This is an optimization exercise on Yosys and OpenROAD, whose aim is small area and a short achievable clock period, not a production implementation.
In this exercise RTL edits were held to simulation tests only and were not proved equivalent to the original.

==> lagoon <==
==> flow/design.v <==
`timescale 1ns / 1ns  
`default_nettype none
`timescale 1ns / 1ns  
`default_nettype none
module sgbm_lt12
(
    input  wire [11:0] a,
    input  wire [11:0] b,
    output wire        lt
);
reg     c;
integer i;
always @(*) begin
    c = 1'b0;
    for (i = 0; i < 12; i = i + 1)
        c = (~a[i] & b[i]) | (~(a[i] & ~b[i]) & c);
end
assign lt = c;
endmodule
module sgbm_mstage
(
    input  wire A,
    input  wire B,
    input  wire a,
    input  wire b,
    output wire An,
    output wire Bn,
    output wire y
);
assign y  = (A | b) & (B | a);
assign An = A | (~B & ~a & b);
assign Bn = B | (~A & a & ~b);
endmodule
module sgbm_mlast
(
    input  wire A,
    input  wire B,
    input  wire a,
    input  wire b,
    output wire y
);
assign y = (A | b) & (B | a);
endmodule
module sgbm_min2s
(
    input  wire [11:0] a,
    input  wire [11:0] b,
    input  wire        vb,
    output wire [11:0] y
);
wire [12:0] A, B;
assign A[12] = ~vb;
assign B[12] = 1'b0;
genvar i;
generate
    for (i = 11; i > 0; i = i - 1) begin : g_bit
        sgbm_mstage u_s (.A(A[i+1]), .B(B[i+1]), .a(a[i]), .b(b[i]),
                         .An(A[i]), .Bn(B[i]), .y(y[i]));
    end
endgenerate
sgbm_mlast u_l (.A(A[1]), .B(B[1]), .a(a[0]), .b(b[0]), .y(y[0]));
endmodule
module sgbm_glob
(
    input  wire [11:0] m,
    input  wire [11:0] P2,
    input  wire [12:0] PP,       
    input  wire [11:0] nP2,      
    output wire [11:0] Dn,
    output wire [12:0] K,
    output wire [11:0] nD
);
reg [12:0] S;
reg [13:0] X;
reg [11:0] N;
reg        cs, cx, cn;
integer    i;
always @(*) begin
    cs = 1'b0;
    cx = 1'b1;
    cn = 1'b1;
    for (i = 0; i < 12; i = i + 1) begin
        S[i] = m[i] ^ P2[i] ^ cs;
        cs   = (m[i] & P2[i]) | (cs & (m[i] ^ P2[i]));
        X[i] = PP[i] ^ ~m[i] ^ cx;
        cx   = (PP[i] & ~m[i]) | (cx & (PP[i] ^ ~m[i]));
        N[i] = nP2[i] ^ ~m[i] ^ cn;
        cn   = (nP2[i] & ~m[i]) | (cn & (nP2[i] ^ ~m[i]));
    end
    S[12]  = cs;
    X[12]  = PP[12] ^ 1'b1 ^ cx;
    X[13]  = 1'b0;
end
assign Dn = ~S[11:0];
assign K  = {X[12] ^ S[12], X[11:0]};
assign nD = N;
endmodule
module sgbm_add12
(
    input  wire [11:0] a,
    input  wire [11:0] b,
    output wire [11:0] s
);
reg [11:0] g, p, G, P;
reg [11:0] r;
integer i, k;
always @(*) begin
    for (i = 0; i < 12; i = i + 1) begin
        g[i] = a[i] & b[i];
        p[i] = a[i] ^ b[i];
    end
    G = g;
    P = p;
    for (k = 1; k < 12; k = k * 2)
        for (i = 2*k-1; i < 12; i = i + 2*k) begin
            G[i] = G[i] | (P[i] & G[i-k]);
            P[i] = P[i] & P[i-k];
        end
    for (k = 4; k >= 1; k = k / 2)
        for (i = 3*k-1; i < 12; i = i + 2*k) begin
            G[i] = G[i] | (P[i] & G[i-k]);
            P[i] = P[i] & P[i-k];
        end
    r[0] = p[0];
    for (i = 1; i < 12; i = i + 1)
        r[i] = p[i] ^ G[i-1];
end
assign s = r;
endmodule
module sgbm_aggr_right_left
(
    input wire                           clk,
    input wire                           rst,
    input wire [128*12-1:0]   i_cost,
    input wire                           i_cost_valid,
    input wire  [8-1:0]        i_min_disp,
    input wire  [8-1:0]        i_max_disp,
    input wire                           i_rst_aggr,
    input wire  [12-1:0]         i_P1,
    input wire  [12-1:0]         i_P2,
    output wire [128*12-1:0]   o_cost,
    output wire                          o_valid,
    output reg                           o_aggr_done
);
localparam D = 128;
localparam W = 12;
function automatic [W:0] add_rc(input [W-1:0] a, input [W-1:0] b, input cin);
    reg cy;
    integer i;
    begin
        cy = cin;
        for (i = 0; i < W; i = i + 1) begin
            add_rc[i] = a[i] ^ b[i] ^ cy;
            cy = (a[i] & b[i]) | (cy & (a[i] ^ b[i]));
        end
        add_rc[W] = cy;
    end
endfunction
function automatic lt_rc(input [W-1:0] a, input [W-1:0] b);
    reg cy;
    integer i;
    begin
        cy = 1'b0;
        for (i = 0; i < W; i = i + 1)
            cy = (~a[i] & b[i]) | (~(a[i] & ~b[i]) & cy);
        lt_rc = cy;
    end
endfunction
assign o_valid = i_cost_valid;
reg  [0:D-1][W-1:0]    Lp;
reg  [W-1:0]           m_r;
reg  [W-1:0]           P2_r;      
reg  [W:0]             PP_r;      
reg  [W-1:0]           nP2_r;     
reg  [8-1:0] R_r;
reg                    cost_valid_d1;
wire [0:D-1][W-1:0]    cost_w;
assign cost_w = i_cost;
wire                   first = ~cost_valid_d1;
localparam NG = 8;
wire [NG-1:0][W-1:0]   Dn_g;
wire [NG-1:0][W:0]     K_g;
wire [NG-1:0][W-1:0]   nD_g;
genvar gi;
generate
    for (gi = 0; gi < NG; gi = gi + 1) begin : g_glob
        sgbm_glob u_glob (.m(m_r), .P2(P2_r), .PP(PP_r), .nP2(nP2_r),
                          .Dn(Dn_g[gi]), .K(K_g[gi]), .nD(nD_g[gi]));
    end
endgenerate
wire [D:0]             lv;
wire [0:D-1][W-1:0]    L;
assign lv[D] = 1'b0;
wire [0:D-1][W:0]      u;
wire [0:D-1][W+1:0]    v;
genvar d, n;
generate
    for (d = 0; d < D; d = d + 1) begin : g_reg
        assign lv[d] = (d < R_r);
        wire [W:0] us = add_rc(Lp[d], Dn_g[d/16], 1'b1);
        assign u[d] = {~us[W], us[W-1:0]};
        wire [W:0] vs = add_rc(Lp[d], K_g[d/16][W-1:0], 1'b0);
        assign v[d] = {K_g[d/16][W] & ~vs[W], K_g[d/16][W] ^ vs[W], vs[W-1:0]};
    end
    for (d = 0; d < D; d = d + 1) begin : g_lane
        wire [W+1:0] vn;
        wire         vneg;
        if (d == 0) begin : g_l0
            assign vn   = v[1];
            assign vneg = lv[1] & v[1][W+1];
        end else if (d == D-1) begin : g_ln
            assign vn   = v[D-2];
            assign vneg = v[D-2][W+1];
        end else begin : g_lm
            wire take_r = lv[d+1] & lt_rc(Lp[d+1], Lp[d-1]);
            assign vn   = take_r ? v[d+1] : v[d-1];
            assign vneg = vn[W+1];
        end
        wire         uneg   = u[d][W];
        wire         lo_lt;
        sgbm_lt12 u_lo (.a(u[d][W-1:0]), .b(vn[W-1:0]), .lt(lo_lt));
        wire         take_u = ~first & uneg & (~vneg | lo_lt);
        wire         take_v = ~first & vneg & ~(uneg & lo_lt);
        wire [W-1:0] t      = ({W{take_u}} & u[d][W-1:0]) | ({W{take_v}} & vn[W-1:0]) | ({W{first}} & nD_g[d/16]);
        sgbm_add12 u_add (.a(cost_w[d]), .b(t), .s(L[d]));
    end
endgenerate
wire [0:63][W-1:0] t1;
wire [0:31][W-1:0] t2;
wire [0:15][W-1:0] t3;
wire [0:7][W-1:0]  t4;
wire [0:3][W-1:0]  t5;
wire [0:1][W-1:0]  t6;
wire [W-1:0]       minL;
generate
    for (n = 0; n < 64; n = n + 1) begin : g_t1
        sgbm_min2s u_m (.a(L[2*n]), .b(L[2*n+1]), .vb(lv[2*n+1]), .y(t1[n]));
    end
    for (n = 0; n < 32; n = n + 1) begin : g_t2
        sgbm_min2s u_m (.a(t1[2*n]), .b(t1[2*n+1]), .vb(lv[4*n+2]), .y(t2[n]));
    end
    for (n = 0; n < 16; n = n + 1) begin : g_t3
        sgbm_min2s u_m (.a(t2[2*n]), .b(t2[2*n+1]), .vb(lv[8*n+4]), .y(t3[n]));
    end
    for (n = 0; n < 8; n = n + 1) begin : g_t4
        sgbm_min2s u_m (.a(t3[2*n]), .b(t3[2*n+1]), .vb(lv[16*n+8]), .y(t4[n]));
    end
    for (n = 0; n < 4; n = n + 1) begin : g_t5
        sgbm_min2s u_m (.a(t4[2*n]), .b(t4[2*n+1]), .vb(lv[32*n+16]), .y(t5[n]));
    end
    for (n = 0; n < 2; n = n + 1) begin : g_t6
        sgbm_min2s u_m (.a(t5[2*n]), .b(t5[2*n+1]), .vb(lv[64*n+32]), .y(t6[n]));
    end
endgenerate
sgbm_min2s u_root (.a(t6[0]), .b(t6[1]), .vb(lv[64]), .y(minL));
assign o_cost = L;
always @(posedge clk) begin
    Lp            <= L;
    m_r           <= i_cost_valid ? minL : {W{1'b0}};
    P2_r          <= i_P2;
    PP_r          <= {1'b0, i_P1} - {1'b0, i_P2};
    nP2_r         <= {W{1'b0}} - i_P2;
    R_r           <= i_max_disp - i_min_disp;
    cost_valid_d1 <= i_cost_valid;
end
always @(posedge clk) begin
    if (rst) begin
        o_aggr_done      <= 1;
    end
    else if (i_rst_aggr) begin
        o_aggr_done      <= 0;
    end
    else if (i_cost_valid==0&&cost_valid_d1==1) begin
        o_aggr_done      <= 1;
    end
end
endmodule
==> flow/flow/run.sh <==
#!/bin/bash
# Layout flow: the standard ORFS flow (standard.sh), with small port buffers
# and timing repair aimed below the clock period.
set -euo pipefail
bash standard.sh "BUFFER_PORTS_ARGS=-buffer_cell sky130_fd_sc_hd__buf_2" "PLACE_PINS_ARGS=-min_distance 1 -min_distance_in_tracks" SETUP_SLACK_MARGIN=14 finish > flow_make.log 2>&1
==> flow/standard.sh <==
#!/bin/bash
# synth_recipe.tcl (not shown) runs the flow's synth.tcl, then flattens the netlist and writes it again
# the make line also repeats each setting of config.mk as NAME=value (left out here)
make -C /OpenROAD-flow-scripts/flow DESIGN_CONFIG=/design/flow/config.mk WORK_HOME=/design/flow/orfs CLKGATE_MAP_FILE= SYNTH_SCRIPT=/design/flow/synth_recipe.tcl "${@:-finish}"
==> flow/config.mk <==
export PLATFORM = sky130hd
export DESIGN_NAME = sgbm_aggr_right_left
export DESIGN_NICKNAME = sgbm_aggr_right_left
export VERILOG_FILES = /design/flow/design.v
export SDC_FILE = /design/flow/constraint.sdc
export NUM_CORES = 8
export LEC_CHECK = 0
export CAP_MARGIN = 35
export CORE_AREA = 5 5 895 895
export DIE_AREA = 0 0 900 900
export SLEW_MARGIN = 35
export SYNTH_HIERARCHICAL = 1
==> flow/constraint.sdc <==
create_clock -name core_clock -period 33.0 [get_ports {clk}]
set_input_delay 6.6000 -clock core_clock [delete_from_list [all_inputs] [get_ports {clk}]]
set_output_delay 6.6000 -clock core_clock [all_outputs]
set_load 0.01 [all_outputs]
==> violet: changes against lagoon <==
--- a/flow/design.v
+++ b/flow/design.v
@@ -4,3 +4,12 @@
 `default_nettype none
-module sgbm_lt12
+module sgbm_ltbit
+(
+    input  wire a,
+    input  wire b,
+    input  wire c,
+    output wire lt
+);
+assign lt = (~a & b) | (~(a & ~b) & c);
+endmodule
+module sgbm_lt12r
 (
@@ -10,10 +19,11 @@
 );
-reg     c;
-integer i;
-always @(*) begin
-    c = 1'b0;
-    for (i = 0; i < 12; i = i + 1)
-        c = (~a[i] & b[i]) | (~(a[i] & ~b[i]) & c);
-end
-assign lt = c;
+wire [12:0] c;
+assign c[0] = 1'b0;
+genvar i;
+generate
+    for (i = 0; i < 12; i = i + 1) begin : g_bit
+        sgbm_ltbit u_b (.a(a[i]), .b(b[i]), .c(c[i]), .lt(c[i+1]));
+    end
+endgenerate
+assign lt = c[12];
 endmodule
@@ -72,26 +82,7 @@
 );
-reg [12:0] S;
-reg [13:0] X;
-reg [11:0] N;
-reg        cs, cx, cn;
-integer    i;
-always @(*) begin
-    cs = 1'b0;
-    cx = 1'b1;
-    cn = 1'b1;
-    for (i = 0; i < 12; i = i + 1) begin
-        S[i] = m[i] ^ P2[i] ^ cs;
-        cs   = (m[i] & P2[i]) | (cs & (m[i] ^ P2[i]));
-        X[i] = PP[i] ^ ~m[i] ^ cx;
-        cx   = (PP[i] & ~m[i]) | (cx & (PP[i] ^ ~m[i]));
-        N[i] = nP2[i] ^ ~m[i] ^ cn;
-        cn   = (nP2[i] & ~m[i]) | (cn & (nP2[i] ^ ~m[i]));
-    end
-    S[12]  = cs;
-    X[12]  = PP[12] ^ 1'b1 ^ cx;
-    X[13]  = 1'b0;
-end
+wire [12:0] S = {1'b0, m} + {1'b0, P2};
+wire [13:0] X = {PP[12], PP} - {2'b00, m};
 assign Dn = ~S[11:0];
 assign K  = {X[12] ^ S[12], X[11:0]};
-assign nD = N;
+assign nD = nP2 - m;
 endmodule
@@ -170,6 +161,2 @@
 reg  [0:D-1][W-1:0]    Lp;
-reg  [W-1:0]           m_r;
-reg  [W-1:0]           P2_r;      
-reg  [W:0]             PP_r;      
-reg  [W-1:0]           nP2_r;     
 reg  [8-1:0] R_r;
@@ -180,12 +167,5 @@
 localparam NG = 8;
-wire [NG-1:0][W-1:0]   Dn_g;
-wire [NG-1:0][W:0]     K_g;
-wire [NG-1:0][W-1:0]   nD_g;
-genvar gi;
-generate
-    for (gi = 0; gi < NG; gi = gi + 1) begin : g_glob
-        sgbm_glob u_glob (.m(m_r), .P2(P2_r), .PP(PP_r), .nP2(nP2_r),
-                          .Dn(Dn_g[gi]), .K(K_g[gi]), .nD(nD_g[gi]));
-    end
-endgenerate
+reg  [NG-1:0][W-1:0]   Dn_g;      
+reg  [NG-1:0][W:0]     K_g;       
+reg  [NG-1:0][W-1:0]   nD_g;      
 wire [D:0]             lv;
@@ -220,3 +200,3 @@
         wire         lo_lt;
-        sgbm_lt12 u_lo (.a(u[d][W-1:0]), .b(vn[W-1:0]), .lt(lo_lt));
+        sgbm_lt12r u_lo (.a(u[d][W-1:0]), .b(vn[W-1:0]), .lt(lo_lt));
         wire         take_u = ~first & uneg & (~vneg | lo_lt);
@@ -255,2 +235,9 @@
 sgbm_min2s u_root (.a(t6[0]), .b(t6[1]), .vb(lv[64]), .y(minL));
+wire [W-1:0]           m_n = i_cost_valid ? minL : {W{1'b0}};
+wire [W:0]             PP  = {1'b0, i_P1} - {1'b0, i_P2};
+wire [W-1:0]           nP2 = {W{1'b0}} - i_P2;
+wire [W-1:0]           Dn_n;
+wire [W:0]             K_n;
+wire [W-1:0]           nD_n;
+sgbm_glob u_glob (.m(m_n), .P2(i_P2), .PP(PP), .nP2(nP2), .Dn(Dn_n), .K(K_n), .nD(nD_n));
 assign o_cost = L;
@@ -258,6 +245,5 @@
     Lp            <= L;
-    m_r           <= i_cost_valid ? minL : {W{1'b0}};
-    P2_r          <= i_P2;
-    PP_r          <= {1'b0, i_P1} - {1'b0, i_P2};
-    nP2_r         <= {W{1'b0}} - i_P2;
+    Dn_g          <= {NG{Dn_n}};
+    K_g           <= {NG{K_n}};
+    nD_g          <= {NG{nD_n}};
     R_r           <= i_max_disp - i_min_disp;
==> flow/flow/run.sh (replaced) <==
#!/bin/bash
# Layout flow: the standard ORFS flow (standard.sh), with small port buffers
# and timing repair aimed below the clock period.
set -euo pipefail
bash standard.sh "BUFFER_PORTS_ARGS=-buffer_cell sky130_fd_sc_hd__buf_2" "PLACE_PINS_ARGS=-min_distance 1 -min_distance_in_tracks" SETUP_SLACK_MARGIN=15 finish > flow_make.log 2>&1
--- a/flow/config.mk
+++ b/flow/config.mk
@@ -10,2 +10,3 @@
 export DIE_AREA = 0 0 900 900
+export PLACE_DENSITY = 0.75
 export SLEW_MARGIN = 35
==> xenon: changes against lagoon <==
--- a/flow/design.v
+++ b/flow/design.v
@@ -4,3 +4,12 @@
 `default_nettype none
-module sgbm_lt12
+module sgbm_ltbit
+(
+    input  wire a,
+    input  wire b,
+    input  wire c,
+    output wire lt
+);
+assign lt = (~a & b) | (~(a & ~b) & c);
+endmodule
+module sgbm_lt12r
 (
@@ -10,10 +19,11 @@
 );
-reg     c;
-integer i;
-always @(*) begin
-    c = 1'b0;
-    for (i = 0; i < 12; i = i + 1)
-        c = (~a[i] & b[i]) | (~(a[i] & ~b[i]) & c);
-end
-assign lt = c;
+wire [12:0] c;
+assign c[0] = 1'b0;
+genvar i;
+generate
+    for (i = 0; i < 12; i = i + 1) begin : g_bit
+        sgbm_ltbit u_b (.a(a[i]), .b(b[i]), .c(c[i]), .lt(c[i+1]));
+    end
+endgenerate
+assign lt = c[12];
 endmodule
@@ -72,26 +82,7 @@
 );
-reg [12:0] S;
-reg [13:0] X;
-reg [11:0] N;
-reg        cs, cx, cn;
-integer    i;
-always @(*) begin
-    cs = 1'b0;
-    cx = 1'b1;
-    cn = 1'b1;
-    for (i = 0; i < 12; i = i + 1) begin
-        S[i] = m[i] ^ P2[i] ^ cs;
-        cs   = (m[i] & P2[i]) | (cs & (m[i] ^ P2[i]));
-        X[i] = PP[i] ^ ~m[i] ^ cx;
-        cx   = (PP[i] & ~m[i]) | (cx & (PP[i] ^ ~m[i]));
-        N[i] = nP2[i] ^ ~m[i] ^ cn;
-        cn   = (nP2[i] & ~m[i]) | (cn & (nP2[i] ^ ~m[i]));
-    end
-    S[12]  = cs;
-    X[12]  = PP[12] ^ 1'b1 ^ cx;
-    X[13]  = 1'b0;
-end
+wire [12:0] S = {1'b0, m} + {1'b0, P2};
+wire [13:0] X = {PP[12], PP} - {2'b00, m};
 assign Dn = ~S[11:0];
 assign K  = {X[12] ^ S[12], X[11:0]};
-assign nD = N;
+assign nD = nP2 - m;
 endmodule
@@ -170,6 +161,2 @@
 reg  [0:D-1][W-1:0]    Lp;
-reg  [W-1:0]           m_r;
-reg  [W-1:0]           P2_r;      
-reg  [W:0]             PP_r;      
-reg  [W-1:0]           nP2_r;     
 reg  [8-1:0] R_r;
@@ -180,12 +167,5 @@
 localparam NG = 8;
-wire [NG-1:0][W-1:0]   Dn_g;
-wire [NG-1:0][W:0]     K_g;
-wire [NG-1:0][W-1:0]   nD_g;
-genvar gi;
-generate
-    for (gi = 0; gi < NG; gi = gi + 1) begin : g_glob
-        sgbm_glob u_glob (.m(m_r), .P2(P2_r), .PP(PP_r), .nP2(nP2_r),
-                          .Dn(Dn_g[gi]), .K(K_g[gi]), .nD(nD_g[gi]));
-    end
-endgenerate
+reg  [NG-1:0][W-1:0]   Dn_g;      
+reg  [NG-1:0][W:0]     K_g;       
+reg  [NG-1:0][W-1:0]   nD_g;      
 wire [D:0]             lv;
@@ -220,3 +200,3 @@
         wire         lo_lt;
-        sgbm_lt12 u_lo (.a(u[d][W-1:0]), .b(vn[W-1:0]), .lt(lo_lt));
+        sgbm_lt12r u_lo (.a(u[d][W-1:0]), .b(vn[W-1:0]), .lt(lo_lt));
         wire         take_u = ~first & uneg & (~vneg | lo_lt);
@@ -255,2 +235,9 @@
 sgbm_min2s u_root (.a(t6[0]), .b(t6[1]), .vb(lv[64]), .y(minL));
+wire [W-1:0]           m_n = i_cost_valid ? minL : {W{1'b0}};
+wire [W:0]             PP  = {1'b0, i_P1} - {1'b0, i_P2};
+wire [W-1:0]           nP2 = {W{1'b0}} - i_P2;
+wire [W-1:0]           Dn_n;
+wire [W:0]             K_n;
+wire [W-1:0]           nD_n;
+sgbm_glob u_glob (.m(m_n), .P2(i_P2), .PP(PP), .nP2(nP2), .Dn(Dn_n), .K(K_n), .nD(nD_n));
 assign o_cost = L;
@@ -258,6 +245,5 @@
     Lp            <= L;
-    m_r           <= i_cost_valid ? minL : {W{1'b0}};
-    P2_r          <= i_P2;
-    PP_r          <= {1'b0, i_P1} - {1'b0, i_P2};
-    nP2_r         <= {W{1'b0}} - i_P2;
+    Dn_g          <= {NG{Dn_n}};
+    K_g           <= {NG{K_n}};
+    nD_g          <= {NG{nD_n}};
     R_r           <= i_max_disp - i_min_disp;
==> flow/flow/run.sh (replaced) <==
#!/bin/bash
# Layout flow: the standard ORFS flow (standard.sh), with small port buffers
# and timing repair aimed below the clock period.
set -euo pipefail
bash standard.sh "BUFFER_PORTS_ARGS=-buffer_cell sky130_fd_sc_hd__buf_1" "PLACE_PINS_ARGS=-min_distance 1 -min_distance_in_tracks" SETUP_SLACK_MARGIN=15 finish > flow_make.log 2>&1
==> qor summary <==
metric                                                                          lagoon                  xenon                    violet
Outcome                                               no timing/DRC/antenna violations  no timing/DRC/antenna violations    stopped before the end
Failing step                                                                         -                      -  global routing (5_1_grt)
Num sequential                                                                    1594                   1583                         -
Area share of the largest cell type after synthesis                              24.7%                  23.9%                     23.9%
CTS tree                                                                          done                   done                         -
Endpoint of the worst hold path                                            o_aggr_done            o_aggr_done                         -
Final critical path time including I/O delays and setup                       18.96 ns               18.08 ns                         -
Number of buffers created by CTS                                                   228                    237                       231
Layout clock buffer count                                                          269                    291                         -
Tapcell count                                                                    10500                  10500                         -
Worst clock skew                                                             0.0948 ns               0.127 ns                         -
Clock buf/inv share                                                              2.32%                  2.32%                         -
Wl on met1                                                                   727000 µm              744000 µm                         -
Cells after DPL                                                                  52100                  50700                     50600
Number of maximum-capacitance violations                                             0                      0                         -
Worst-path cell with the longest stage delay                     sky130_fd_sc_hd__fa_2  sky130_fd_sc_hd__fa_1                         -
Synthesized-area fraction occupied by ao, oa, aoi and oai cells                  22.4%                  20.5%                     20.5%
Launch point of the worst hold path                                        o_aggr_done            o_aggr_done                         -
Slack of the critical path                                                    14.04 ns               14.92 ns                         -
Count of non-CTS buffers in the layout                                            3868                   4303                         -
Transition at the pin with the smallest max-transition slack                   1.28 ns                1.25 ns                         -
Estimated wirelength of the detail-placed design                            1710000 µm             1710000 µm                1580000 µm

what the ideal ports hide:
How much do the figures lean on ideal ports? The routed layouts below were timed once more, with nothing changed but the port constraints. Step 1 assumes that a clkbuf_16 drives the clock port and a buf_2 every other input. Step 2, shift: input delay + t, output delay - t, t = (earliest + latest rising clock arrival at the registers) / 2. This alone moves slack from input paths to output paths. Three values: ideal, step 1, step 2; two values: the first two.
run	t, ns	setup WS [ns]	hold WS [ns]	worst setup path at the end	latest minus earliest clock arrival (ns)
lagoon	1.267	14.038 / 13.867 / 15.014	0.522 / 0.522 / 0.522	register to register	0.121 / 0.122
xenon	1.271	14.922 / 14.764 / 15.044	0.519 / 0.519 / 0.519	register to register	0.130 / 0.130
After both steps every run listed still meets setup and hold.
